This design comes from an exercise in tuning for small area, a short achievable clock period and few clock cycles per item on the open sky130 flow, not from production work.
The RTL was checked by simulation tests, not by an equivalence proof against the original design.

==> design/flow/design.v <==
module geofence (clk, reset, X, Y, R, valid, is_inside);
input clk;
input reset;
input [9:0] X;
input [9:0] Y;
input [10:0] R;
output reg valid;
output reg is_inside;
reg [5:0] n;                        
wire [5:0] n_n = (n == 6'd38) ? 6'd0 : n + 6'd1;
reg [2:0] g;                        
wire [2:0] g_n = (n == 6'd38 || g == 3'd5) ? 3'd0 : g + 3'd1;
reg inph;
reg [30:0] ring [0:5];              
reg [9:0] X0, Y0;
integer k;
always @(posedge clk) begin
    for (k = 0; k < 5; k = k + 1) ring[k] <= ring[k+1];
    ring[5] <= inph ? {X, Y, R} : ring[0];
    if (n == 6'd0) begin X0 <= X; Y0 <= Y; end
end
function [2:0] posof;               
    input [2:0] j;
    input [2:0] gg;
    reg [3:0] d;
    begin
        d = {1'b0, j} + 4'd6 - {1'b0, gg};
        posof = (d >= 4'd6) ? d[2:0] - 3'd6 : d[2:0];
    end
endfunction
reg [2:0] rk1, rk2, rk3, rk4, rk5;
wire [2:0] rf1, rf2, rf3, rf4, rf5;    
function [2:0] lsel;                
    input [2:0] r;
    begin
        lsel = (rf1 == r) ? 3'd1 : (rf2 == r) ? 3'd2 : (rf3 == r) ? 3'd3 :
               (rf4 == r) ? 3'd4 : 3'd5;
    end
endfunction
reg [5:0] selA, selB;               
reg [30:0] pA, pB;
integer kk;
always @(*) begin
    pA = 31'd0; pB = 31'd0;
    for (kk = 0; kk < 6; kk = kk + 1) begin
        pA = pA | (ring[kk] & {31{selA[kk]}});
        pB = pB | (ring[kk] & {31{selB[kk]}});
    end
end
wire [9:0]  ax = pA[30:21], ay = pA[20:11];
wire [10:0] ar = pA[10:0];
wire [9:0]  bx = pB[30:21], by = pB[20:11];
wire [10:0] br = pB[10:0];
reg rld, sload, smul, scmp, aph, sph, eph, uvl, aqsh, aacc, tsel, fin, radsum, radodd;
reg [3:0] asel;                     
function [5:0] pairof;
    input [5:0] nn;
    case (nn)
        6'd3:  pairof = {3'd1, 3'd2};
        6'd4:  pairof = {3'd1, 3'd3};
        6'd5:  pairof = {3'd2, 3'd3};
        6'd6:  pairof = {3'd1, 3'd4};
        6'd7:  pairof = {3'd2, 3'd4};
        6'd8:  pairof = {3'd3, 3'd4};
        6'd9:  pairof = {3'd1, 3'd5};
        6'd10: pairof = {3'd2, 3'd5};
        6'd11: pairof = {3'd3, 3'd5};
        default: pairof = {3'd4, 3'd5};
    endcase
endfunction
function [2:0] qsel;
    input [2:0] m;
    case (m)
        3'd1: qsel = lsel(3'd0);
        3'd2: qsel = lsel(3'd1);
        3'd3: qsel = lsel(3'd2);
        3'd4: qsel = lsel(3'd3);
        3'd5: qsel = lsel(3'd4);
        default: qsel = 3'd0;
    endcase
endfunction
wire [5:0] cn = n_n - 6'd15;        
wire [5:0] n_nn = (n_n == 6'd38) ? 6'd0 : n_n + 6'd1;
wire [5:0] cn2 = n_nn - 6'd15;
reg  [2:0] kA2;
reg  [2:0] mA, mB;                  
reg  [5:0] prn;                     
reg        srtn;
always @(*) begin
    kA2 = (cn2 <= 6'd5) ? cn2[2:0] : cn2[0] ? cn2[3:1] - 3'd2 : cn2[3:1] - 3'd3;
end
always @(posedge clk) begin
    mA <= kA2;
    mB <= kA2 + 3'd1;
    prn <= pairof(n_nn);
    srtn <= (n_nn >= 6'd3) && (n_nn <= 6'd12);
end
wire [2:0] jA_n = srtn ? prn[5:3] : qsel(mA);
wire [2:0] jB_n = srtn ? prn[2:0] : qsel(mB);
wire cph_n = (n_n >= 6'd15);
always @(posedge clk or posedge reset) begin
    if (reset) begin
        n <= 6'd0; g <= 3'd0; inph <= 1'b1; valid <= 1'b0;
    end else begin
        n <= n_n; g <= g_n;
        inph <= (n_n <= 6'd5);
        valid <= fin;
    end
end
always @(posedge clk) begin
    selA   <= 6'd1 << posof(jA_n, g_n);
    selB   <= 6'd1 << posof(jB_n, g_n);
    sload  <= (n_n >= 6'd3) && (n_n <= 6'd12);
    rld    <= cph_n && ((cn == 6'd0) || ((cn >= 6'd7) && (cn <= 6'd15) && cn[0]));
    smul   <= (n_n >= 6'd4) && (n_n <= 6'd13);
    scmp   <= smul;
    aph    <= cph_n && (cn <= 6'd5);
    sph    <= cph_n && (cn >= 6'd6) && (cn <= 6'd16) && !cn[0];
    eph    <= cph_n && (cn >= 6'd7) && (cn <= 6'd17) && cn[0];
    uvl    <= cph_n && (cn >= 6'd11) && (cn <= 6'd21) && cn[0];
    aqsh   <= cph_n && (cn >= 6'd5) && (cn <= 6'd10);
    aacc   <= cph_n && (cn >= 6'd8) && (cn <= 6'd18) && !cn[0];
    tsel   <= cph_n && (cn >= 6'd12) && (cn <= 6'd22) && !cn[0];
    fin    <= cph_n && (cn == 6'd22);
    radsum <= (cn <= 6'd7);
    radodd <= cn[0];
    case (cn)
        6'd6, 6'd16, 6'd17:        asel <= 4'b0001;
        6'd7, 6'd8, 6'd14, 6'd15:  asel <= 4'b0010;
        6'd9, 6'd10, 6'd12, 6'd13: asel <= 4'b0100;
        default:                   asel <= 4'b1000;
    endcase
end
reg  [10:0] oa1, ob1, ob2;
reg  [11:0] oa2;
reg  [21:0] m1r;
reg  [21:0] A, T;
reg  [21:0] m2r;
wire [21:0] m1, m2;
mul_s11x11a u_m1 (.a(oa1), .b(tsel ? {1'b0, qout} : ob1), .c(tsel ? T : 22'd0), .p(m1));    
mul_s12x11 u_m2 (.a(oa2), .b(ob2), .p(m2));
wire signed [21:0] sm1r = m1r, sm2r = m2r;
wire bef = sm1r > sm2r;             
always @(posedge clk) begin
    if (n <= 6'd3) begin
        rk1 <= 3'd0; rk2 <= 3'd0; rk3 <= 3'd0; rk4 <= 3'd0; rk5 <= 3'd0;
    end else begin
        rk1 <= rf1; rk2 <= rf2; rk3 <= rf3; rk4 <= rf4; rk5 <= rf5;
    end
end
wire [5:0] dij = pairof(n - 6'd2);  
wire [2:0] win = bef ? dij[2:0] : dij[5:3];     
assign rf1 = rk1 + {2'd0, scmp && win == 3'd1};
assign rf2 = rk2 + {2'd0, scmp && win == 3'd2};
assign rf3 = rk3 + {2'd0, scmp && win == 3'd3};
assign rf4 = rk4 + {2'd0, scmp && win == 3'd4};
assign rf5 = rk5 + {2'd0, scmp && win == 3'd5};
wire [19:0] rad = radsum ? (m1r[19:0] + m2r[19:0]) : (radodd ? m2r[19:0] : m1r[19:0]);
function [22:0] nrstep;    
    input [12:0] r;
    input [9:0]  q;
    input [1:0]  b;
    input [3:0]  j;
    reg [12:0] rn, m;
    begin
        if (!r[12]) rn = {r[10:0], b} - {1'b0, q, 2'b01};
        else        rn = {r[10:0], b} + {1'b0, q, 2'b11};
        m = 13'h1fff << (j + 1);
        rn = rn[j+1] ? (rn | m) : (rn & ~m);
        nrstep = {rn, q[8:0], !rn[12]};
    end
endfunction
reg [5:0]  q1r; reg [3:0] q1q; reg [11:0] q1rad;
reg [8:0]  q2r; reg [6:0] q2q; reg [5:0]  q2rad;
reg [9:0]  qout;
reg [22:0] s1, s2, s3;
always @(*) begin
    s1 = 23'd0;
    s1 = nrstep(s1[22:10], s1[9:0], rad[19:18], 4'd1);
    s1 = nrstep(s1[22:10], s1[9:0], rad[17:16], 4'd2);
    s1 = nrstep(s1[22:10], s1[9:0], rad[15:14], 4'd3);
    s1 = nrstep(s1[22:10], s1[9:0], rad[13:12], 4'd4);
    s2 = {{7{q1r[5]}}, q1r, 6'd0, q1q};
    s2 = nrstep(s2[22:10], s2[9:0], q1rad[11:10], 4'd5);
    s2 = nrstep(s2[22:10], s2[9:0], q1rad[9:8], 4'd6);
    s2 = nrstep(s2[22:10], s2[9:0], q1rad[7:6], 4'd7);
    s3 = {{4{q2r[8]}}, q2r, 3'd0, q2q};
    s3 = nrstep(s3[22:10], s3[9:0], q2rad[5:4], 4'd8);
    s3 = nrstep(s3[22:10], s3[9:0], q2rad[3:2], 4'd9);
    s3 = nrstep(s3[22:10], s3[9:0], q2rad[1:0], 4'd10);
end
always @(posedge clk) begin
    q1r <= s1[15:10]; q1q <= s1[3:0]; q1rad <= rad[11:0];
    q2r <= s2[18:10]; q2q <= s2[6:0]; q2rad <= q1rad[5:0];
    qout <= s3[9:0];
end
reg [9:0]  aq0, aq1, aq2, aq3;      
wire [9:0]  acur = asel[0] ? aq0 : asel[1] ? aq1 : asel[2] ? aq2 : aq3;
reg  [10:0] ri, rj;                 
wire [10:0] ssum = acur + ri + rj;
wire [9:0]  Sn = ssum[10:1];
wire [10:0] e1n = {1'b0, Sn} - {1'b0, acur};
wire [10:0] e2n = {1'b0, Sn} - ri;
wire [10:0] e3n = {1'b0, Sn} - {1'b0, rj[9:0]};
wire [10:0] dx = {1'b0, ax} - {1'b0, bx};
wire [10:0] dy = {1'b0, ay} - {1'b0, by};
always @(posedge clk) begin
    if (sload) begin
        oa1 <= {1'b0, ax} - {1'b0, X0};
        ob1 <= {1'b0, by} - {1'b0, Y0};
        oa2 <= {1'b0, ay} - {1'b0, Y0};
        ob2 <= {1'b0, bx} - {1'b0, X0};
    end
    if (aph) begin
        oa1 <= dx; ob1 <= dx; oa2 <= {dy[10], dy}; ob2 <= dy;
    end
    if (sph) begin
        oa1 <= {1'b0, Sn}; ob1 <= e1n;
        oa2 <= {2'b00, ax} + {2'b00, bx}; ob2 <= {1'b0, by} - {1'b0, ay};
    end
    if (eph) begin
        oa2 <= {e2n[10], e2n}; ob2 <= e3n;
    end
    if (uvl) begin
        oa1 <= {1'b0, qout};
    end
    m1r <= m1[21:0];
    if (rld) begin ri <= ar; rj <= br; end
    m2r <= m2[21:0];
    if (aqsh) begin aq0 <= qout; aq1 <= aq0; aq2 <= aq1; aq3 <= aq2; end
    if (n <= 6'd14) begin A <= 22'd0; T <= 22'd0; end
    else begin
        if (aacc) A <= A + m2r;
        if (tsel) T <= m1;
    end
    if (fin) is_inside <= ({1'b0, A[21:1]} >= m1);
end
endmodule
module mul_s11x11a (a, b, c, p);
input [10:0] a;
input [10:0] b;
input [21:0] c;
output [21:0] p;
wire w1, w2, w3, w4, w5, w6, w7, w8, w9, w10, w11, w12, w13, w14, w15, w16;
wire w17, w18, w19, w20, w21, w22, w23, w24, w25, w26, w27, w28, w29, w30, w31, w32;
wire w33, w34, w35, w36, w37, w38, w39, w40, w41, w42, w43, w44, w45, w46, w47, w48;
wire w49, w50, w51, w52, w53, w54, w55, w56, w57, w58, w59, w60, w61, w62, w63, w64;
wire w65, w66, w67, w68, w69, w70, w71, w72, w73, w74, w75, w76, w77, w78, w79, w80;
wire w81, w82, w83, w84, w85, w86, w87, w88, w89, w90, w91, w92, w93, w94, w95, w96;
wire w97, w98, w99, w100, w101, w102, w103, w104, w105, w106, w107, w108, w109, w110, w111, w112;
wire w113, w114, w115, w116, w117, w118, w119, w120, w121, w122, w123, w124, w125, w126, w127, w128;
wire w129, w130, w131, w132, w133, w134, w135, w136, w137, w138, w139, w140, w141, w142, w143, w144;
wire w145, w146, w147, w148, w149, w150, w151, w152, w153, w154, w155, w156, w157, w158, w159, w160;
wire w161, w162, w163, w164, w165, w166, w167, w168, w169, w170, w171, w172, w173, w174, w175, w176;
wire w177, w178, w179, w180, w181, w182, w183, w184, w185, w186, w187, w188, w189, w190, w191, w192;
wire w193, w194, w195, w196, w197, w198, w199, w200, w201, w202, w203, w204, w205, w206, w207, w208;
wire w209, w210, w211, w212, w213, w214, w215, w216, w217, w218, w219, w220, w221, w222;
assign w1 = (a[0] & b[8]) ^ (a[1] & b[7]);
assign w2 = (a[0] & b[8]) & (a[1] & b[7]);
assign w3 = (a[0] & b[9]) ^ (a[1] & b[8]) ^ (a[2] & b[7]);
assign w4 = ((a[0] & b[9]) & (a[1] & b[8])) | ((a[0] & b[9]) & (a[2] & b[7])) | ((a[1] & b[8]) & (a[2] & b[7]));
assign w5 = (a[3] & b[6]) ^ (a[4] & b[5]);
assign w6 = (a[3] & b[6]) & (a[4] & b[5]);
assign w7 = ~(a[0] & b[10]) ^ (a[1] & b[9]) ^ (a[2] & b[8]);
assign w8 = (~(a[0] & b[10]) & (a[1] & b[9])) | (~(a[0] & b[10]) & (a[2] & b[8])) | ((a[1] & b[9]) & (a[2] & b[8]));
assign w9 = (a[3] & b[7]) ^ (a[4] & b[6]) ^ (a[5] & b[5]);
assign w10 = ((a[3] & b[7]) & (a[4] & b[6])) | ((a[3] & b[7]) & (a[5] & b[5])) | ((a[4] & b[6]) & (a[5] & b[5]));
assign w11 = (a[6] & b[4]) ^ (a[7] & b[3]);
assign w12 = (a[6] & b[4]) & (a[7] & b[3]);
assign w13 = ~(a[1] & b[10]) ^ (a[2] & b[9]) ^ (a[3] & b[8]);
assign w14 = (~(a[1] & b[10]) & (a[2] & b[9])) | (~(a[1] & b[10]) & (a[3] & b[8])) | ((a[2] & b[9]) & (a[3] & b[8]));
assign w15 = (a[4] & b[7]) ^ (a[5] & b[6]) ^ (a[6] & b[5]);
assign w16 = ((a[4] & b[7]) & (a[5] & b[6])) | ((a[4] & b[7]) & (a[6] & b[5])) | ((a[5] & b[6]) & (a[6] & b[5]));
assign w17 = (a[7] & b[4]) ^ (a[8] & b[3]) ^ (a[9] & b[2]);
assign w18 = ((a[7] & b[4]) & (a[8] & b[3])) | ((a[7] & b[4]) & (a[9] & b[2])) | ((a[8] & b[3]) & (a[9] & b[2]));
assign w19 = ~(a[2] & b[10]) ^ (a[3] & b[9]) ^ (a[4] & b[8]);
assign w20 = (~(a[2] & b[10]) & (a[3] & b[9])) | (~(a[2] & b[10]) & (a[4] & b[8])) | ((a[3] & b[9]) & (a[4] & b[8]));
assign w21 = (a[5] & b[7]) ^ (a[6] & b[6]) ^ (a[7] & b[5]);
assign w22 = ((a[5] & b[7]) & (a[6] & b[6])) | ((a[5] & b[7]) & (a[7] & b[5])) | ((a[6] & b[6]) & (a[7] & b[5]));
assign w23 = ~(a[3] & b[10]) ^ (a[4] & b[9]) ^ (a[5] & b[8]);
assign w24 = (~(a[3] & b[10]) & (a[4] & b[9])) | (~(a[3] & b[10]) & (a[5] & b[8])) | ((a[4] & b[9]) & (a[5] & b[8]));
assign w25 = (a[0] & b[5]) ^ (a[1] & b[4]);
assign w26 = (a[0] & b[5]) & (a[1] & b[4]);
assign w27 = (a[0] & b[6]) ^ (a[1] & b[5]) ^ (a[2] & b[4]);
assign w28 = ((a[0] & b[6]) & (a[1] & b[5])) | ((a[0] & b[6]) & (a[2] & b[4])) | ((a[1] & b[5]) & (a[2] & b[4]));
assign w29 = (a[3] & b[3]) ^ (a[4] & b[2]);
assign w30 = (a[3] & b[3]) & (a[4] & b[2]);
assign w31 = (a[0] & b[7]) ^ (a[1] & b[6]) ^ (a[2] & b[5]);
assign w32 = ((a[0] & b[7]) & (a[1] & b[6])) | ((a[0] & b[7]) & (a[2] & b[5])) | ((a[1] & b[6]) & (a[2] & b[5]));
assign w33 = (a[3] & b[4]) ^ (a[4] & b[3]) ^ (a[5] & b[2]);
assign w34 = ((a[3] & b[4]) & (a[4] & b[3])) | ((a[3] & b[4]) & (a[5] & b[2])) | ((a[4] & b[3]) & (a[5] & b[2]));
assign w35 = (a[6] & b[1]) ^ (a[7] & b[0]);
assign w36 = (a[6] & b[1]) & (a[7] & b[0]);
assign w37 = (a[2] & b[6]) ^ (a[3] & b[5]) ^ (a[4] & b[4]);
assign w38 = ((a[2] & b[6]) & (a[3] & b[5])) | ((a[2] & b[6]) & (a[4] & b[4])) | ((a[3] & b[5]) & (a[4] & b[4]));
assign w39 = (a[5] & b[3]) ^ (a[6] & b[2]) ^ (a[7] & b[1]);
assign w40 = ((a[5] & b[3]) & (a[6] & b[2])) | ((a[5] & b[3]) & (a[7] & b[1])) | ((a[6] & b[2]) & (a[7] & b[1]));
assign w41 = (a[8] & b[0]) ^ c[8] ^ w1;
assign w42 = ((a[8] & b[0]) & c[8]) | ((a[8] & b[0]) & w1) | (c[8] & w1);
assign w43 = (a[5] & b[4]) ^ (a[6] & b[3]) ^ (a[7] & b[2]);
assign w44 = ((a[5] & b[4]) & (a[6] & b[3])) | ((a[5] & b[4]) & (a[7] & b[2])) | ((a[6] & b[3]) & (a[7] & b[2]));
assign w45 = (a[8] & b[1]) ^ (a[9] & b[0]) ^ c[9];
assign w46 = ((a[8] & b[1]) & (a[9] & b[0])) | ((a[8] & b[1]) & c[9]) | ((a[9] & b[0]) & c[9]);
assign w47 = w2 ^ w3 ^ w5;
assign w48 = (w2 & w3) | (w2 & w5) | (w3 & w5);
assign w49 = (a[8] & b[2]) ^ (a[9] & b[1]) ^ ~(a[10] & b[0]);
assign w50 = ((a[8] & b[2]) & (a[9] & b[1])) | ((a[8] & b[2]) & ~(a[10] & b[0])) | ((a[9] & b[1]) & ~(a[10] & b[0]));
assign w51 = c[10] ^ w4 ^ w6;
assign w52 = (c[10] & w4) | (c[10] & w6) | (w4 & w6);
assign w53 = w7 ^ w9 ^ w11;
assign w54 = (w7 & w9) | (w7 & w11) | (w9 & w11);
assign w55 = ~(a[10] & b[1]) ^ 1'b1 ^ c[11];
assign w56 = (~(a[10] & b[1]) & 1'b1) | (~(a[10] & b[1]) & c[11]) | (1'b1 & c[11]);
assign w57 = w8 ^ w10 ^ w12;
assign w58 = (w8 & w10) | (w8 & w12) | (w10 & w12);
assign w59 = w13 ^ w15 ^ w17;
assign w60 = (w13 & w15) | (w13 & w17) | (w15 & w17);
assign w61 = (a[8] & b[4]) ^ (a[9] & b[3]) ^ ~(a[10] & b[2]);
assign w62 = ((a[8] & b[4]) & (a[9] & b[3])) | ((a[8] & b[4]) & ~(a[10] & b[2])) | ((a[9] & b[3]) & ~(a[10] & b[2]));
assign w63 = c[12] ^ w14 ^ w16;
assign w64 = (c[12] & w14) | (c[12] & w16) | (w14 & w16);
assign w65 = w18 ^ w19 ^ w21;
assign w66 = (w18 & w19) | (w18 & w21) | (w19 & w21);
assign w67 = (a[6] & b[7]) ^ (a[7] & b[6]) ^ (a[8] & b[5]);
assign w68 = ((a[6] & b[7]) & (a[7] & b[6])) | ((a[6] & b[7]) & (a[8] & b[5])) | ((a[7] & b[6]) & (a[8] & b[5]));
assign w69 = (a[9] & b[4]) ^ ~(a[10] & b[3]) ^ c[13];
assign w70 = ((a[9] & b[4]) & ~(a[10] & b[3])) | ((a[9] & b[4]) & c[13]) | (~(a[10] & b[3]) & c[13]);
assign w71 = w20 ^ w22 ^ w23;
assign w72 = (w20 & w22) | (w20 & w23) | (w22 & w23);
assign w73 = ~(a[4] & b[10]) ^ (a[5] & b[9]) ^ (a[6] & b[8]);
assign w74 = (~(a[4] & b[10]) & (a[5] & b[9])) | (~(a[4] & b[10]) & (a[6] & b[8])) | ((a[5] & b[9]) & (a[6] & b[8]));
assign w75 = (a[7] & b[7]) ^ (a[8] & b[6]) ^ (a[9] & b[5]);
assign w76 = ((a[7] & b[7]) & (a[8] & b[6])) | ((a[7] & b[7]) & (a[9] & b[5])) | ((a[8] & b[6]) & (a[9] & b[5]));
assign w77 = ~(a[10] & b[4]) ^ c[14] ^ w24;
assign w78 = (~(a[10] & b[4]) & c[14]) | (~(a[10] & b[4]) & w24) | (c[14] & w24);
assign w79 = ~(a[5] & b[10]) ^ (a[6] & b[9]) ^ (a[7] & b[8]);
assign w80 = (~(a[5] & b[10]) & (a[6] & b[9])) | (~(a[5] & b[10]) & (a[7] & b[8])) | ((a[6] & b[9]) & (a[7] & b[8]));
assign w81 = (a[8] & b[7]) ^ (a[9] & b[6]) ^ ~(a[10] & b[5]);
assign w82 = ((a[8] & b[7]) & (a[9] & b[6])) | ((a[8] & b[7]) & ~(a[10] & b[5])) | ((a[9] & b[6]) & ~(a[10] & b[5]));
assign w83 = ~(a[6] & b[10]) ^ (a[7] & b[9]) ^ (a[8] & b[8]);
assign w84 = (~(a[6] & b[10]) & (a[7] & b[9])) | (~(a[6] & b[10]) & (a[8] & b[8])) | ((a[7] & b[9]) & (a[8] & b[8]));
assign w85 = (a[0] & b[3]) ^ (a[1] & b[2]);
assign w86 = (a[0] & b[3]) & (a[1] & b[2]);
assign w87 = (a[0] & b[4]) ^ (a[1] & b[3]) ^ (a[2] & b[2]);
assign w88 = ((a[0] & b[4]) & (a[1] & b[3])) | ((a[0] & b[4]) & (a[2] & b[2])) | ((a[1] & b[3]) & (a[2] & b[2]));
assign w89 = (a[3] & b[1]) ^ (a[4] & b[0]);
assign w90 = (a[3] & b[1]) & (a[4] & b[0]);
assign w91 = (a[2] & b[3]) ^ (a[3] & b[2]) ^ (a[4] & b[1]);
assign w92 = ((a[2] & b[3]) & (a[3] & b[2])) | ((a[2] & b[3]) & (a[4] & b[1])) | ((a[3] & b[2]) & (a[4] & b[1]));
assign w93 = (a[5] & b[0]) ^ c[5] ^ w25;
assign w94 = ((a[5] & b[0]) & c[5]) | ((a[5] & b[0]) & w25) | (c[5] & w25);
assign w95 = (a[5] & b[1]) ^ (a[6] & b[0]) ^ c[6];
assign w96 = ((a[5] & b[1]) & (a[6] & b[0])) | ((a[5] & b[1]) & c[6]) | ((a[6] & b[0]) & c[6]);
assign w97 = w26 ^ w27 ^ w29;
assign w98 = (w26 & w27) | (w26 & w29) | (w27 & w29);
assign w99 = c[7] ^ w28 ^ w30;
assign w100 = (c[7] & w28) | (c[7] & w30) | (w28 & w30);
assign w101 = w31 ^ w33 ^ w35;
assign w102 = (w31 & w33) | (w31 & w35) | (w33 & w35);
assign w103 = w32 ^ w34 ^ w36;
assign w104 = (w32 & w34) | (w32 & w36) | (w34 & w36);
assign w105 = w37 ^ w39 ^ w41;
assign w106 = (w37 & w39) | (w37 & w41) | (w39 & w41);
assign w107 = w38 ^ w40 ^ w42;
assign w108 = (w38 & w40) | (w38 & w42) | (w40 & w42);
assign w109 = w43 ^ w45 ^ w47;
assign w110 = (w43 & w45) | (w43 & w47) | (w45 & w47);
assign w111 = w44 ^ w46 ^ w48;
assign w112 = (w44 & w46) | (w44 & w48) | (w46 & w48);
assign w113 = w49 ^ w51 ^ w53;
assign w114 = (w49 & w51) | (w49 & w53) | (w51 & w53);
assign w115 = w50 ^ w52 ^ w54;
assign w116 = (w50 & w52) | (w50 & w54) | (w52 & w54);
assign w117 = w55 ^ w57 ^ w59;
assign w118 = (w55 & w57) | (w55 & w59) | (w57 & w59);
assign w119 = w56 ^ w58 ^ w60;
assign w120 = (w56 & w58) | (w56 & w60) | (w58 & w60);
assign w121 = w61 ^ w63 ^ w65;
assign w122 = (w61 & w63) | (w61 & w65) | (w63 & w65);
assign w123 = w62 ^ w64 ^ w66;
assign w124 = (w62 & w64) | (w62 & w66) | (w64 & w66);
assign w125 = w67 ^ w69 ^ w71;
assign w126 = (w67 & w69) | (w67 & w71) | (w69 & w71);
assign w127 = w68 ^ w70 ^ w72;
assign w128 = (w68 & w70) | (w68 & w72) | (w70 & w72);
assign w129 = w73 ^ w75 ^ w77;
assign w130 = (w73 & w75) | (w73 & w77) | (w75 & w77);
assign w131 = c[15] ^ w74 ^ w76;
assign w132 = (c[15] & w74) | (c[15] & w76) | (w74 & w76);
assign w133 = w78 ^ w79 ^ w81;
assign w134 = (w78 & w79) | (w78 & w81) | (w79 & w81);
assign w135 = (a[9] & b[7]) ^ ~(a[10] & b[6]) ^ c[16];
assign w136 = ((a[9] & b[7]) & ~(a[10] & b[6])) | ((a[9] & b[7]) & c[16]) | (~(a[10] & b[6]) & c[16]);
assign w137 = w80 ^ w82 ^ w83;
assign w138 = (w80 & w82) | (w80 & w83) | (w82 & w83);
assign w139 = ~(a[7] & b[10]) ^ (a[8] & b[9]) ^ (a[9] & b[8]);
assign w140 = (~(a[7] & b[10]) & (a[8] & b[9])) | (~(a[7] & b[10]) & (a[9] & b[8])) | ((a[8] & b[9]) & (a[9] & b[8]));
assign w141 = ~(a[10] & b[7]) ^ c[17] ^ w84;
assign w142 = (~(a[10] & b[7]) & c[17]) | (~(a[10] & b[7]) & w84) | (c[17] & w84);
assign w143 = ~(a[8] & b[10]) ^ (a[9] & b[9]) ^ ~(a[10] & b[8]);
assign w144 = (~(a[8] & b[10]) & (a[9] & b[9])) | (~(a[8] & b[10]) & ~(a[10] & b[8])) | ((a[9] & b[9]) & ~(a[10] & b[8]));
assign w145 = (a[0] & b[2]) ^ (a[1] & b[1]);
assign w146 = (a[0] & b[2]) & (a[1] & b[1]);
assign w147 = (a[2] & b[1]) ^ (a[3] & b[0]) ^ c[3];
assign w148 = ((a[2] & b[1]) & (a[3] & b[0])) | ((a[2] & b[1]) & c[3]) | ((a[3] & b[0]) & c[3]);
assign w149 = c[4] ^ w86 ^ w87;
assign w150 = (c[4] & w86) | (c[4] & w87) | (w86 & w87);
assign w151 = w88 ^ w90 ^ w91;
assign w152 = (w88 & w90) | (w88 & w91) | (w90 & w91);
assign w153 = w92 ^ w94 ^ w95;
assign w154 = (w92 & w94) | (w92 & w95) | (w94 & w95);
assign w155 = w96 ^ w98 ^ w99;
assign w156 = (w96 & w98) | (w96 & w99) | (w98 & w99);
assign w157 = w100 ^ w102 ^ w103;
assign w158 = (w100 & w102) | (w100 & w103) | (w102 & w103);
assign w159 = w104 ^ w106 ^ w107;
assign w160 = (w104 & w106) | (w104 & w107) | (w106 & w107);
assign w161 = w108 ^ w110 ^ w111;
assign w162 = (w108 & w110) | (w108 & w111) | (w110 & w111);
assign w163 = w112 ^ w114 ^ w115;
assign w164 = (w112 & w114) | (w112 & w115) | (w114 & w115);
assign w165 = w116 ^ w118 ^ w119;
assign w166 = (w116 & w118) | (w116 & w119) | (w118 & w119);
assign w167 = w120 ^ w122 ^ w123;
assign w168 = (w120 & w122) | (w120 & w123) | (w122 & w123);
assign w169 = w124 ^ w126 ^ w127;
assign w170 = (w124 & w126) | (w124 & w127) | (w126 & w127);
assign w171 = w128 ^ w130 ^ w131;
assign w172 = (w128 & w130) | (w128 & w131) | (w130 & w131);
assign w173 = w132 ^ w134 ^ w135;
assign w174 = (w132 & w134) | (w132 & w135) | (w134 & w135);
assign w175 = w136 ^ w138 ^ w139;
assign w176 = (w136 & w138) | (w136 & w139) | (w138 & w139);
assign w177 = c[18] ^ w140 ^ w142;
assign w178 = (c[18] & w140) | (c[18] & w142) | (w140 & w142);
assign w179 = ~(a[9] & b[10]) ^ ~(a[10] & b[9]) ^ c[19];
assign w180 = (~(a[9] & b[10]) & ~(a[10] & b[9])) | (~(a[9] & b[10]) & c[19]) | (~(a[10] & b[9]) & c[19]);
assign w181 = (a[0] & b[1]) ^ (a[1] & b[0]);
assign w182 = (a[0] & b[1]) & (a[1] & b[0]);
assign w183 = (a[2] & b[0]) ^ c[2] ^ w145;
assign w184 = ((a[2] & b[0]) & c[2]) | ((a[2] & b[0]) & w145) | (c[2] & w145);
assign w185 = w85 ^ w146 ^ w147;
assign w186 = (w85 & w146) | (w85 & w147) | (w146 & w147);
assign w187 = w89 ^ w148 ^ w149;
assign w188 = (w89 & w148) | (w89 & w149) | (w148 & w149);
assign w189 = w93 ^ w150 ^ w151;
assign w190 = (w93 & w150) | (w93 & w151) | (w150 & w151);
assign w191 = w97 ^ w152 ^ w153;
assign w192 = (w97 & w152) | (w97 & w153) | (w152 & w153);
assign w193 = w101 ^ w154 ^ w155;
assign w194 = (w101 & w154) | (w101 & w155) | (w154 & w155);
assign w195 = w105 ^ w156 ^ w157;
assign w196 = (w105 & w156) | (w105 & w157) | (w156 & w157);
assign w197 = w109 ^ w158 ^ w159;
assign w198 = (w109 & w158) | (w109 & w159) | (w158 & w159);
assign w199 = w113 ^ w160 ^ w161;
assign w200 = (w113 & w160) | (w113 & w161) | (w160 & w161);
assign w201 = w117 ^ w162 ^ w163;
assign w202 = (w117 & w162) | (w117 & w163) | (w162 & w163);
assign w203 = w121 ^ w164 ^ w165;
assign w204 = (w121 & w164) | (w121 & w165) | (w164 & w165);
assign w205 = w125 ^ w166 ^ w167;
assign w206 = (w125 & w166) | (w125 & w167) | (w166 & w167);
assign w207 = w129 ^ w168 ^ w169;
assign w208 = (w129 & w168) | (w129 & w169) | (w168 & w169);
assign w209 = w133 ^ w170 ^ w171;
assign w210 = (w133 & w170) | (w133 & w171) | (w170 & w171);
assign w211 = w137 ^ w172 ^ w173;
assign w212 = (w137 & w172) | (w137 & w173) | (w172 & w173);
assign w213 = w141 ^ w174 ^ w175;
assign w214 = (w141 & w174) | (w141 & w175) | (w174 & w175);
assign w215 = w143 ^ w176 ^ w177;
assign w216 = (w143 & w176) | (w143 & w177) | (w176 & w177);
assign w217 = w144 ^ w178 ^ w179;
assign w218 = (w144 & w178) | (w144 & w179) | (w178 & w179);
assign w219 = (a[10] & b[10]) ^ c[20] ^ w180;
assign w220 = ((a[10] & b[10]) & c[20]) | ((a[10] & b[10]) & w180) | (c[20] & w180);
assign w221 = 1'b1 ^ c[21];
assign w222 = 1'b1 & c[21];
wire [21:0] r0 = {w220, w218, w216, w214, w212, w210, w208, w206, w204, w202, w200, w198, w196, w194, w192, w190, w188, w186, w184, w182, c[1], (a[0] & b[0])};
wire [21:0] r1 = {w221, w219, w217, w215, w213, w211, w209, w207, w205, w203, w201, w199, w197, w195, w193, w191, w189, w187, w185, w183, w181, c[0]};
assign p = r0 + r1;
endmodule
module mul_s12x11 (a, b, p);
input [11:0] a;
input [10:0] b;
output [21:0] p;
wire w1, w2, w3, w4, w5, w6, w7, w8, w9, w10, w11, w12, w13, w14, w15, w16;
wire w17, w18, w19, w20, w21, w22, w23, w24, w25, w26, w27, w28, w29, w30, w31, w32;
wire w33, w34, w35, w36, w37, w38, w39, w40, w41, w42, w43, w44, w45, w46, w47, w48;
wire w49, w50, w51, w52, w53, w54, w55, w56, w57, w58, w59, w60, w61, w62, w63, w64;
wire w65, w66, w67, w68, w69, w70, w71, w72, w73, w74, w75, w76, w77, w78, w79, w80;
wire w81, w82, w83, w84, w85, w86, w87, w88, w89, w90, w91, w92, w93, w94, w95, w96;
wire w97, w98, w99, w100, w101, w102, w103, w104, w105, w106, w107, w108, w109, w110, w111, w112;
wire w113, w114, w115, w116, w117, w118, w119, w120, w121, w122, w123, w124, w125, w126, w127, w128;
wire w129, w130, w131, w132, w133, w134, w135, w136, w137, w138, w139, w140, w141, w142, w143, w144;
wire w145, w146, w147, w148, w149, w150, w151, w152, w153, w154, w155, w156, w157, w158, w159, w160;
wire w161, w162, w163, w164, w165, w166, w167, w168, w169, w170, w171, w172, w173, w174, w175, w176;
wire w177, w178, w179, w180, w181, w182, w183, w184, w185, w186, w187, w188, w189, w190, w191, w192;
wire w193, w194, w195, w196, w197, w198, w199, w200;
assign w1 = (a[0] & b[9]) ^ (a[1] & b[8]);
assign w2 = (a[0] & b[9]) & (a[1] & b[8]);
assign w3 = ~(a[0] & b[10]) ^ (a[1] & b[9]) ^ (a[2] & b[8]);
assign w4 = (~(a[0] & b[10]) & (a[1] & b[9])) | (~(a[0] & b[10]) & (a[2] & b[8])) | ((a[1] & b[9]) & (a[2] & b[8]));
assign w5 = (a[3] & b[7]) ^ (a[4] & b[6]) ^ (a[5] & b[5]);
assign w6 = ((a[3] & b[7]) & (a[4] & b[6])) | ((a[3] & b[7]) & (a[5] & b[5])) | ((a[4] & b[6]) & (a[5] & b[5]));
assign w7 = ~(a[1] & b[10]) ^ (a[2] & b[9]) ^ (a[3] & b[8]);
assign w8 = (~(a[1] & b[10]) & (a[2] & b[9])) | (~(a[1] & b[10]) & (a[3] & b[8])) | ((a[2] & b[9]) & (a[3] & b[8]));
assign w9 = (a[4] & b[7]) ^ (a[5] & b[6]) ^ (a[6] & b[5]);
assign w10 = ((a[4] & b[7]) & (a[5] & b[6])) | ((a[4] & b[7]) & (a[6] & b[5])) | ((a[5] & b[6]) & (a[6] & b[5]));
assign w11 = (a[7] & b[4]) ^ (a[8] & b[3]);
assign w12 = (a[7] & b[4]) & (a[8] & b[3]);
assign w13 = ~(a[2] & b[10]) ^ (a[3] & b[9]) ^ (a[4] & b[8]);
assign w14 = (~(a[2] & b[10]) & (a[3] & b[9])) | (~(a[2] & b[10]) & (a[4] & b[8])) | ((a[3] & b[9]) & (a[4] & b[8]));
assign w15 = (a[5] & b[7]) ^ (a[6] & b[6]) ^ (a[7] & b[5]);
assign w16 = ((a[5] & b[7]) & (a[6] & b[6])) | ((a[5] & b[7]) & (a[7] & b[5])) | ((a[6] & b[6]) & (a[7] & b[5]));
assign w17 = ~(a[3] & b[10]) ^ (a[4] & b[9]) ^ (a[5] & b[8]);
assign w18 = (~(a[3] & b[10]) & (a[4] & b[9])) | (~(a[3] & b[10]) & (a[5] & b[8])) | ((a[4] & b[9]) & (a[5] & b[8]));
assign w19 = (a[0] & b[6]) ^ (a[1] & b[5]);
assign w20 = (a[0] & b[6]) & (a[1] & b[5]);
assign w21 = (a[0] & b[7]) ^ (a[1] & b[6]) ^ (a[2] & b[5]);
assign w22 = ((a[0] & b[7]) & (a[1] & b[6])) | ((a[0] & b[7]) & (a[2] & b[5])) | ((a[1] & b[6]) & (a[2] & b[5]));
assign w23 = (a[3] & b[4]) ^ (a[4] & b[3]);
assign w24 = (a[3] & b[4]) & (a[4] & b[3]);
assign w25 = (a[0] & b[8]) ^ (a[1] & b[7]) ^ (a[2] & b[6]);
assign w26 = ((a[0] & b[8]) & (a[1] & b[7])) | ((a[0] & b[8]) & (a[2] & b[6])) | ((a[1] & b[7]) & (a[2] & b[6]));
assign w27 = (a[3] & b[5]) ^ (a[4] & b[4]) ^ (a[5] & b[3]);
assign w28 = ((a[3] & b[5]) & (a[4] & b[4])) | ((a[3] & b[5]) & (a[5] & b[3])) | ((a[4] & b[4]) & (a[5] & b[3]));
assign w29 = (a[6] & b[2]) ^ (a[7] & b[1]);
assign w30 = (a[6] & b[2]) & (a[7] & b[1]);
assign w31 = (a[2] & b[7]) ^ (a[3] & b[6]) ^ (a[4] & b[5]);
assign w32 = ((a[2] & b[7]) & (a[3] & b[6])) | ((a[2] & b[7]) & (a[4] & b[5])) | ((a[3] & b[6]) & (a[4] & b[5]));
assign w33 = (a[5] & b[4]) ^ (a[6] & b[3]) ^ (a[7] & b[2]);
assign w34 = ((a[5] & b[4]) & (a[6] & b[3])) | ((a[5] & b[4]) & (a[7] & b[2])) | ((a[6] & b[3]) & (a[7] & b[2]));
assign w35 = (a[8] & b[1]) ^ (a[9] & b[0]) ^ w1;
assign w36 = ((a[8] & b[1]) & (a[9] & b[0])) | ((a[8] & b[1]) & w1) | ((a[9] & b[0]) & w1);
assign w37 = (a[6] & b[4]) ^ (a[7] & b[3]) ^ (a[8] & b[2]);
assign w38 = ((a[6] & b[4]) & (a[7] & b[3])) | ((a[6] & b[4]) & (a[8] & b[2])) | ((a[7] & b[3]) & (a[8] & b[2]));
assign w39 = (a[9] & b[1]) ^ (a[10] & b[0]) ^ 1'b1;
assign w40 = ((a[9] & b[1]) & (a[10] & b[0])) | ((a[9] & b[1]) & 1'b1) | ((a[10] & b[0]) & 1'b1);
assign w41 = w2 ^ w3 ^ w5;
assign w42 = (w2 & w3) | (w2 & w5) | (w3 & w5);
assign w43 = (a[9] & b[2]) ^ (a[10] & b[1]) ^ ~(a[11] & b[0]);
assign w44 = ((a[9] & b[2]) & (a[10] & b[1])) | ((a[9] & b[2]) & ~(a[11] & b[0])) | ((a[10] & b[1]) & ~(a[11] & b[0]));
assign w45 = 1'b1 ^ w4 ^ w6;
assign w46 = (1'b1 & w4) | (1'b1 & w6) | (w4 & w6);
assign w47 = w7 ^ w9 ^ w11;
assign w48 = (w7 & w9) | (w7 & w11) | (w9 & w11);
assign w49 = (a[8] & b[4]) ^ (a[9] & b[3]) ^ (a[10] & b[2]);
assign w50 = ((a[8] & b[4]) & (a[9] & b[3])) | ((a[8] & b[4]) & (a[10] & b[2])) | ((a[9] & b[3]) & (a[10] & b[2]));
assign w51 = ~(a[11] & b[1]) ^ w8 ^ w10;
assign w52 = (~(a[11] & b[1]) & w8) | (~(a[11] & b[1]) & w10) | (w8 & w10);
assign w53 = w12 ^ w13 ^ w15;
assign w54 = (w12 & w13) | (w12 & w15) | (w13 & w15);
assign w55 = (a[6] & b[7]) ^ (a[7] & b[6]) ^ (a[8] & b[5]);
assign w56 = ((a[6] & b[7]) & (a[7] & b[6])) | ((a[6] & b[7]) & (a[8] & b[5])) | ((a[7] & b[6]) & (a[8] & b[5]));
assign w57 = (a[9] & b[4]) ^ (a[10] & b[3]) ^ ~(a[11] & b[2]);
assign w58 = ((a[9] & b[4]) & (a[10] & b[3])) | ((a[9] & b[4]) & ~(a[11] & b[2])) | ((a[10] & b[3]) & ~(a[11] & b[2]));
assign w59 = w14 ^ w16 ^ w17;
assign w60 = (w14 & w16) | (w14 & w17) | (w16 & w17);
assign w61 = ~(a[4] & b[10]) ^ (a[5] & b[9]) ^ (a[6] & b[8]);
assign w62 = (~(a[4] & b[10]) & (a[5] & b[9])) | (~(a[4] & b[10]) & (a[6] & b[8])) | ((a[5] & b[9]) & (a[6] & b[8]));
assign w63 = (a[7] & b[7]) ^ (a[8] & b[6]) ^ (a[9] & b[5]);
assign w64 = ((a[7] & b[7]) & (a[8] & b[6])) | ((a[7] & b[7]) & (a[9] & b[5])) | ((a[8] & b[6]) & (a[9] & b[5]));
assign w65 = (a[10] & b[4]) ^ ~(a[11] & b[3]) ^ w18;
assign w66 = ((a[10] & b[4]) & ~(a[11] & b[3])) | ((a[10] & b[4]) & w18) | (~(a[11] & b[3]) & w18);
assign w67 = ~(a[5] & b[10]) ^ (a[6] & b[9]) ^ (a[7] & b[8]);
assign w68 = (~(a[5] & b[10]) & (a[6] & b[9])) | (~(a[5] & b[10]) & (a[7] & b[8])) | ((a[6] & b[9]) & (a[7] & b[8]));
assign w69 = (a[8] & b[7]) ^ (a[9] & b[6]) ^ (a[10] & b[5]);
assign w70 = ((a[8] & b[7]) & (a[9] & b[6])) | ((a[8] & b[7]) & (a[10] & b[5])) | ((a[9] & b[6]) & (a[10] & b[5]));
assign w71 = ~(a[6] & b[10]) ^ (a[7] & b[9]) ^ (a[8] & b[8]);
assign w72 = (~(a[6] & b[10]) & (a[7] & b[9])) | (~(a[6] & b[10]) & (a[8] & b[8])) | ((a[7] & b[9]) & (a[8] & b[8]));
assign w73 = (a[0] & b[4]) ^ (a[1] & b[3]);
assign w74 = (a[0] & b[4]) & (a[1] & b[3]);
assign w75 = (a[0] & b[5]) ^ (a[1] & b[4]) ^ (a[2] & b[3]);
assign w76 = ((a[0] & b[5]) & (a[1] & b[4])) | ((a[0] & b[5]) & (a[2] & b[3])) | ((a[1] & b[4]) & (a[2] & b[3]));
assign w77 = (a[3] & b[2]) ^ (a[4] & b[1]);
assign w78 = (a[3] & b[2]) & (a[4] & b[1]);
assign w79 = (a[2] & b[4]) ^ (a[3] & b[3]) ^ (a[4] & b[2]);
assign w80 = ((a[2] & b[4]) & (a[3] & b[3])) | ((a[2] & b[4]) & (a[4] & b[2])) | ((a[3] & b[3]) & (a[4] & b[2]));
assign w81 = (a[5] & b[1]) ^ (a[6] & b[0]) ^ w19;
assign w82 = ((a[5] & b[1]) & (a[6] & b[0])) | ((a[5] & b[1]) & w19) | ((a[6] & b[0]) & w19);
assign w83 = (a[5] & b[2]) ^ (a[6] & b[1]) ^ (a[7] & b[0]);
assign w84 = ((a[5] & b[2]) & (a[6] & b[1])) | ((a[5] & b[2]) & (a[7] & b[0])) | ((a[6] & b[1]) & (a[7] & b[0]));
assign w85 = w20 ^ w21 ^ w23;
assign w86 = (w20 & w21) | (w20 & w23) | (w21 & w23);
assign w87 = (a[8] & b[0]) ^ w22 ^ w24;
assign w88 = ((a[8] & b[0]) & w22) | ((a[8] & b[0]) & w24) | (w22 & w24);
assign w89 = w25 ^ w27 ^ w29;
assign w90 = (w25 & w27) | (w25 & w29) | (w27 & w29);
assign w91 = w26 ^ w28 ^ w30;
assign w92 = (w26 & w28) | (w26 & w30) | (w28 & w30);
assign w93 = w31 ^ w33 ^ w35;
assign w94 = (w31 & w33) | (w31 & w35) | (w33 & w35);
assign w95 = w32 ^ w34 ^ w36;
assign w96 = (w32 & w34) | (w32 & w36) | (w34 & w36);
assign w97 = w37 ^ w39 ^ w41;
assign w98 = (w37 & w39) | (w37 & w41) | (w39 & w41);
assign w99 = w38 ^ w40 ^ w42;
assign w100 = (w38 & w40) | (w38 & w42) | (w40 & w42);
assign w101 = w43 ^ w45 ^ w47;
assign w102 = (w43 & w45) | (w43 & w47) | (w45 & w47);
assign w103 = w44 ^ w46 ^ w48;
assign w104 = (w44 & w46) | (w44 & w48) | (w46 & w48);
assign w105 = w49 ^ w51 ^ w53;
assign w106 = (w49 & w51) | (w49 & w53) | (w51 & w53);
assign w107 = w50 ^ w52 ^ w54;
assign w108 = (w50 & w52) | (w50 & w54) | (w52 & w54);
assign w109 = w55 ^ w57 ^ w59;
assign w110 = (w55 & w57) | (w55 & w59) | (w57 & w59);
assign w111 = w56 ^ w58 ^ w60;
assign w112 = (w56 & w58) | (w56 & w60) | (w58 & w60);
assign w113 = w61 ^ w63 ^ w65;
assign w114 = (w61 & w63) | (w61 & w65) | (w63 & w65);
assign w115 = ~(a[11] & b[4]) ^ w62 ^ w64;
assign w116 = (~(a[11] & b[4]) & w62) | (~(a[11] & b[4]) & w64) | (w62 & w64);
assign w117 = w66 ^ w67 ^ w69;
assign w118 = (w66 & w67) | (w66 & w69) | (w67 & w69);
assign w119 = (a[9] & b[7]) ^ (a[10] & b[6]) ^ ~(a[11] & b[5]);
assign w120 = ((a[9] & b[7]) & (a[10] & b[6])) | ((a[9] & b[7]) & ~(a[11] & b[5])) | ((a[10] & b[6]) & ~(a[11] & b[5]));
assign w121 = w68 ^ w70 ^ w71;
assign w122 = (w68 & w70) | (w68 & w71) | (w70 & w71);
assign w123 = ~(a[7] & b[10]) ^ (a[8] & b[9]) ^ (a[9] & b[8]);
assign w124 = (~(a[7] & b[10]) & (a[8] & b[9])) | (~(a[7] & b[10]) & (a[9] & b[8])) | ((a[8] & b[9]) & (a[9] & b[8]));
assign w125 = (a[10] & b[7]) ^ ~(a[11] & b[6]) ^ w72;
assign w126 = ((a[10] & b[7]) & ~(a[11] & b[6])) | ((a[10] & b[7]) & w72) | (~(a[11] & b[6]) & w72);
assign w127 = ~(a[8] & b[10]) ^ (a[9] & b[9]) ^ (a[10] & b[8]);
assign w128 = (~(a[8] & b[10]) & (a[9] & b[9])) | (~(a[8] & b[10]) & (a[10] & b[8])) | ((a[9] & b[9]) & (a[10] & b[8]));
assign w129 = (a[0] & b[3]) ^ (a[1] & b[2]);
assign w130 = (a[0] & b[3]) & (a[1] & b[2]);
assign w131 = (a[2] & b[2]) ^ (a[3] & b[1]) ^ (a[4] & b[0]);
assign w132 = ((a[2] & b[2]) & (a[3] & b[1])) | ((a[2] & b[2]) & (a[4] & b[0])) | ((a[3] & b[1]) & (a[4] & b[0]));
assign w133 = (a[5] & b[0]) ^ w74 ^ w75;
assign w134 = ((a[5] & b[0]) & w74) | ((a[5] & b[0]) & w75) | (w74 & w75);
assign w135 = w76 ^ w78 ^ w79;
assign w136 = (w76 & w78) | (w76 & w79) | (w78 & w79);
assign w137 = w80 ^ w82 ^ w83;
assign w138 = (w80 & w82) | (w80 & w83) | (w82 & w83);
assign w139 = w84 ^ w86 ^ w87;
assign w140 = (w84 & w86) | (w84 & w87) | (w86 & w87);
assign w141 = w88 ^ w90 ^ w91;
assign w142 = (w88 & w90) | (w88 & w91) | (w90 & w91);
assign w143 = w92 ^ w94 ^ w95;
assign w144 = (w92 & w94) | (w92 & w95) | (w94 & w95);
assign w145 = w96 ^ w98 ^ w99;
assign w146 = (w96 & w98) | (w96 & w99) | (w98 & w99);
assign w147 = w100 ^ w102 ^ w103;
assign w148 = (w100 & w102) | (w100 & w103) | (w102 & w103);
assign w149 = w104 ^ w106 ^ w107;
assign w150 = (w104 & w106) | (w104 & w107) | (w106 & w107);
assign w151 = w108 ^ w110 ^ w111;
assign w152 = (w108 & w110) | (w108 & w111) | (w110 & w111);
assign w153 = w112 ^ w114 ^ w115;
assign w154 = (w112 & w114) | (w112 & w115) | (w114 & w115);
assign w155 = w116 ^ w118 ^ w119;
assign w156 = (w116 & w118) | (w116 & w119) | (w118 & w119);
assign w157 = w120 ^ w122 ^ w123;
assign w158 = (w120 & w122) | (w120 & w123) | (w122 & w123);
assign w159 = ~(a[11] & b[7]) ^ w124 ^ w126;
assign w160 = (~(a[11] & b[7]) & w124) | (~(a[11] & b[7]) & w126) | (w124 & w126);
assign w161 = ~(a[9] & b[10]) ^ (a[10] & b[9]) ^ ~(a[11] & b[8]);
assign w162 = (~(a[9] & b[10]) & (a[10] & b[9])) | (~(a[9] & b[10]) & ~(a[11] & b[8])) | ((a[10] & b[9]) & ~(a[11] & b[8]));
assign w163 = (a[0] & b[2]) ^ (a[1] & b[1]);
assign w164 = (a[0] & b[2]) & (a[1] & b[1]);
assign w165 = (a[2] & b[1]) ^ (a[3] & b[0]) ^ w129;
assign w166 = ((a[2] & b[1]) & (a[3] & b[0])) | ((a[2] & b[1]) & w129) | ((a[3] & b[0]) & w129);
assign w167 = w73 ^ w130 ^ w131;
assign w168 = (w73 & w130) | (w73 & w131) | (w130 & w131);
assign w169 = w77 ^ w132 ^ w133;
assign w170 = (w77 & w132) | (w77 & w133) | (w132 & w133);
assign w171 = w81 ^ w134 ^ w135;
assign w172 = (w81 & w134) | (w81 & w135) | (w134 & w135);
assign w173 = w85 ^ w136 ^ w137;
assign w174 = (w85 & w136) | (w85 & w137) | (w136 & w137);
assign w175 = w89 ^ w138 ^ w139;
assign w176 = (w89 & w138) | (w89 & w139) | (w138 & w139);
assign w177 = w93 ^ w140 ^ w141;
assign w178 = (w93 & w140) | (w93 & w141) | (w140 & w141);
assign w179 = w97 ^ w142 ^ w143;
assign w180 = (w97 & w142) | (w97 & w143) | (w142 & w143);
assign w181 = w101 ^ w144 ^ w145;
assign w182 = (w101 & w144) | (w101 & w145) | (w144 & w145);
assign w183 = w105 ^ w146 ^ w147;
assign w184 = (w105 & w146) | (w105 & w147) | (w146 & w147);
assign w185 = w109 ^ w148 ^ w149;
assign w186 = (w109 & w148) | (w109 & w149) | (w148 & w149);
assign w187 = w113 ^ w150 ^ w151;
assign w188 = (w113 & w150) | (w113 & w151) | (w150 & w151);
assign w189 = w117 ^ w152 ^ w153;
assign w190 = (w117 & w152) | (w117 & w153) | (w152 & w153);
assign w191 = w121 ^ w154 ^ w155;
assign w192 = (w121 & w154) | (w121 & w155) | (w154 & w155);
assign w193 = w125 ^ w156 ^ w157;
assign w194 = (w125 & w156) | (w125 & w157) | (w156 & w157);
assign w195 = w127 ^ w158 ^ w159;
assign w196 = (w127 & w158) | (w127 & w159) | (w158 & w159);
assign w197 = w128 ^ w160 ^ w161;
assign w198 = (w128 & w160) | (w128 & w161) | (w160 & w161);
assign w199 = ~(a[10] & b[10]) ^ ~(a[11] & b[9]) ^ w162;
assign w200 = (~(a[10] & b[10]) & ~(a[11] & b[9])) | (~(a[10] & b[10]) & w162) | (~(a[11] & b[9]) & w162);
wire [21:0] r0 = {(a[11] & b[10]), w198, w196, w194, w192, w190, w188, w186, w184, w182, w180, w178, w176, w174, w172, w170, w168, w166, w164, (a[2] & b[0]), (a[0] & b[1]), (a[0] & b[0])};
wire [21:0] r1 = {w200, w199, w197, w195, w193, w191, w189, w187, w185, w183, w181, w179, w177, w175, w173, w171, w169, w167, w165, w163, (a[1] & b[0]), 1'b0};
assign p = r0 + r1;
endmodule
==> design/flow/flow/run.sh <==
#!/bin/bash
# Standard ORFS layout at the design's clock and constraints, with two changes:
# the ports are buffered with a plain buf_2 (instead of the delay buffer
# buffer_ports picks by default), and repair_timing is asked for 19 ns of
# setup margin so that it also works on paths that already meet the clock.
set -euo pipefail
export BUFFER_PORTS_ARGS="-buffer_cell sky130_fd_sc_hd__buf_2"
export SETUP_SLACK_MARGIN=19
bash standard.sh > standard.log 2>&1
==> design/flow/standard.sh <==
#!/bin/bash
# synth_recipe.tcl (not shown) runs the flow's synth.tcl, then flattens the netlist and writes it again
# the make line also repeats each setting of config.mk as NAME=value (left out here)
make -C /OpenROAD-flow-scripts/flow DESIGN_CONFIG=/design/flow/config.mk WORK_HOME=/design/flow/orfs CLKGATE_MAP_FILE= SYNTH_SCRIPT=/design/flow/synth_recipe.tcl "${@:-finish}"
==> design/flow/config.mk <==
export PLATFORM = sky130hd
export DESIGN_NAME = geofence
export DESIGN_NICKNAME = geofence
export VERILOG_FILES = /design/flow/design.v
export SDC_FILE = /design/flow/constraint.sdc
export NUM_CORES = 4
export LEC_CHECK = 0
export ABC_AREA = 1
export CAP_MARGIN = 20
export CORE_MARGIN = 2
export CORE_UTILIZATION = 40
export SLEW_MARGIN = 20
==> design/flow/constraint.sdc <==
create_clock -name core_clock -period 25.0 [get_ports {clk}]
set_input_delay 5.0000 -clock core_clock [delete_from_list [all_inputs] [get_ports {clk}]]
set_output_delay 5.0000 -clock core_clock [all_outputs]
set_load 0.01 [all_outputs]
==> flow_metrics.tcl <==
set metrics [dict create \
    crit_type "reg2out" \
    syn-num-nets 5677 \
    setup_violations 0 \
    grt_pass1_vias 31701 \
    via_count 32686 \
    path_delay_family "flip-flops" \
    cp.buffers_inverters 1 \
    synth-main-ff-cell "dfxtp_1" \
    grt_first_pass_wirelength_um 173000 \
    syn_inst 5086 \
    avgSynthCellArea_um2 7.63 \
    async_flop_share 0.0211 \
    setup_slack_ns 18.73 \
    fin_skew_ns 0.0596 \
    cts_buffer_depth 3 \
    synth_warnings 2 \
    fmax_ghz 0.159 \
    clk_pin_slew_ns 0.06 \
    routed_via_density 5.09 \
    synth_most_common_cell "nand2_1" \
    rows 114 \
    crit_chain "buf_2" \
    io_buffers 34 \
    synth_area_leaders "dfxtp_1, ha_1, fa_1" \
    yosysSeqAreaShare 0.303 \
    final_antenna_net_count 0 \
    rsz0062_at_grt "true" \
    synth_top_cell_area_share 0.198 \
    ys_types 69 \
    worstSkewPairLatency_ns 0.69 \
    syn2layout_area_growth_pct 11.0 \
    max-slew-margin-rel 0.284 \
    nets 5685 \
    firstDrtPassIters 5 \
    slowest_delay_ns 0.46 \
    tritoncts.num_buffers 58 \
    ios 35 \
    hpwlAfterDp_um 86100 \
    gr-total-overflow 0 \
    place.gp.congestion 0.965 \
    worstPathRequired_ns 20.00 \
    status "timing/DRC/antenna clean" \
    routedWlPerCell_um 17.2 \
    routed_wl_um 110000 \
    final_util 0.447 \
    coreArea_um2 96400 \
    setup_tns_ns 0 \
    setup.worst_path.end_class "primary output" \
    netlist_area_um2 38800 \
    clock_tree.htree_level_count 2 \
    synth_edf_count 127 \
    cts_root_buf "clkbuf_16" \
    synthTopCellsByCount "nand2_1, inv_1, dfxtp_1, ha_1, nor2_1" \
    maxSlewViolCount 0 \
    critical_path_arrival_ns 1.27 \
    fin_crit_sh 0.251 \
    hold_path_class "reg2reg" \
    maxCapViolCount 0 \
    die-area_um2 99500 \
    nFillCells 9843 \
    ys_seq_elements 521 \
    grtUsageTotal 0.219 \
    drt_iter0_drc 2066 \
    start_util 0.402 \
    tightest_slew_ns 1.07 \
    tritoncts "yes" \
    post-place-ws_ns 17.46 \
    slowest_stage "edfxtp_1" \
    min_period_ns 6.27 \
    hold_viol_final 0 \
    grt_antenna_before_repair 6 \
    critPathLaunchType "flop" \
    synth_top_cell_by_area "dfxtp_1" \
    die_y_um 315 \
    cts.sinks 521 \
    grt_start_max_net_pins 63 \
    path_max_fanout 1 \
    drive_gt1_frac 0.0723 \
    fp.dieW_um 315 \
    drc 0 \
]
==> layout make-up <==
| cell class | instances | area, µm² | area share |
|---|---|---|---|
| clock buffers | 77 | 1650 | 0.0383 |
| inverters | 974 | 3680 | 0.0854 |
| repair buffers | 79 | 583 | 0.0135 |
| flip-flops and latches | 521 | 11800 | 0.274 |
| multi-input cells | 3460 | 23400 | 0.543 |
| well taps | 1276 | 1600 | 0.0370 |
| clock inverters | 33 | 380 | 0.00883 |
| diodes | 1 | 2.50 | 0.0000581 |
==> layer usage <==
| metal | up-vias | global-route usage | routed length [µm] |
|---|---|---|---|
| li1 | 16292 | - | - |
| met1 | 15398 | 0.292 | 49800 |
| met2 | 806 | 0.368 | 51100 |
| met3 | 190 | 0.0285 | 5590 |
| met4 | 0 | 0.0741 | 3870 |
| met5 | - | 0 | 0 |
==> per-stage QoR <==
step,cells,hold slack [ns],instance area (µm²)
6_report,6421,0.325,43100
5_1_grt,6420,0.329,43100
4_1_cts,6407,0.322,42500
3_5_place_dp,6288,0.315,40300
3_3_place_gp,6288,0.312,40300
2_1_floorplan,5086,0.310,38800
==> flip-flops by register name (all words and copies together) (netlist names), 12 cells and up <==
register,flops
A,22
ring,186
m1r,22
T,22
m2r,22
oa2,12
q1rad,12
==> repair_timing <==
item                                    CTS  global route
endpoints found under the setup margin   25            19
hold buffers                              0             0
buffers inserted                          9            13
pin swaps                                 7            40
resized for setup                        21           127
==> cell usage in the layout, fill, tap and decap left out, types with 50 or more instances in the layout <==
| master | n |
|---|---|
| xor2_1 | 99 |
| o211ai_1 | 50 |
| fa_1 | 209 |
| nand2_1 | 1111 |
| o21ai_0 | 260 |
| nand3_1 | 205 |
| inv_1 | 943 |
| nor3_1 | 70 |
| a21oi_1 | 326 |
| nor2_1 | 335 |
| xnor2_1 | 69 |
| ha_1 | 328 |
| edfxtp_1 | 127 |
| clkbuf_16 | 61 |
| dfxtp_1 | 361 |
==> path summary, 6_finish.rpt <==
| check | startpoint | endpoint | slack (ns) | cells past startpoint |
|---|---|---|---|---|
| max | is_inside | is_inside | 18.73 | 1 |
| min | ring[4][9] | ring[3][9] | 0.33 | 0 |
| max reg2reg | tsel | is_inside | 18.79 | 32 |
| min reg2reg | ring[4][9] | ring[3][9] | 0.33 | 0 |
| max in group asynchronous | reset | n[1] | 20.16 | 2 |
| min in group asynchronous | reset | g[1] | 4.42 | 2 |
==> cells by family (layout without fill, tap and decap cells) <==
logic type	count (synthesis)	after routing	synth area share
AO/OA/AOI/OAI	874	874	0.130
XOR/XNOR	175	175	0.0405
adder cells (fa/ha/maj)	558	558	0.221
buffers and inverters	1105	1163	0.107
flip-flops	521	521	0.303
other	0	1	0
AND/OR/NAND/NOR	1853	1853	0.198
Testbench counts, summed over its fixed seeds: cycles 62,400, items 1,600.

==> separate check: timing with driven ports <==
No port has a modelled driver above. Below, the same layout with a new extraction and two added sets of constraints.
Step 1 sets driving cells, clkbuf_16 on the clock port and buf_2 on the other inputs (assumed; they add their load-dependent delay and slew).
Step 2 also shifts input and output timing later by t, the mid clock arrival at the registers, as if the neighbouring blocks saw the same clock.
Three values: ideal, step 1, step 2; two values: the first two.
t, ns: 0.734
setup slack, ns: 18.726 / 18.653 / 18.794
slew at the worst register clock pin (ns): 0.07 / 0.07
After both steps setup and hold are still met in this run. For this run, drivers alone change the setup slack by -0.073 ns; drivers and shift together by +0.068 ns.
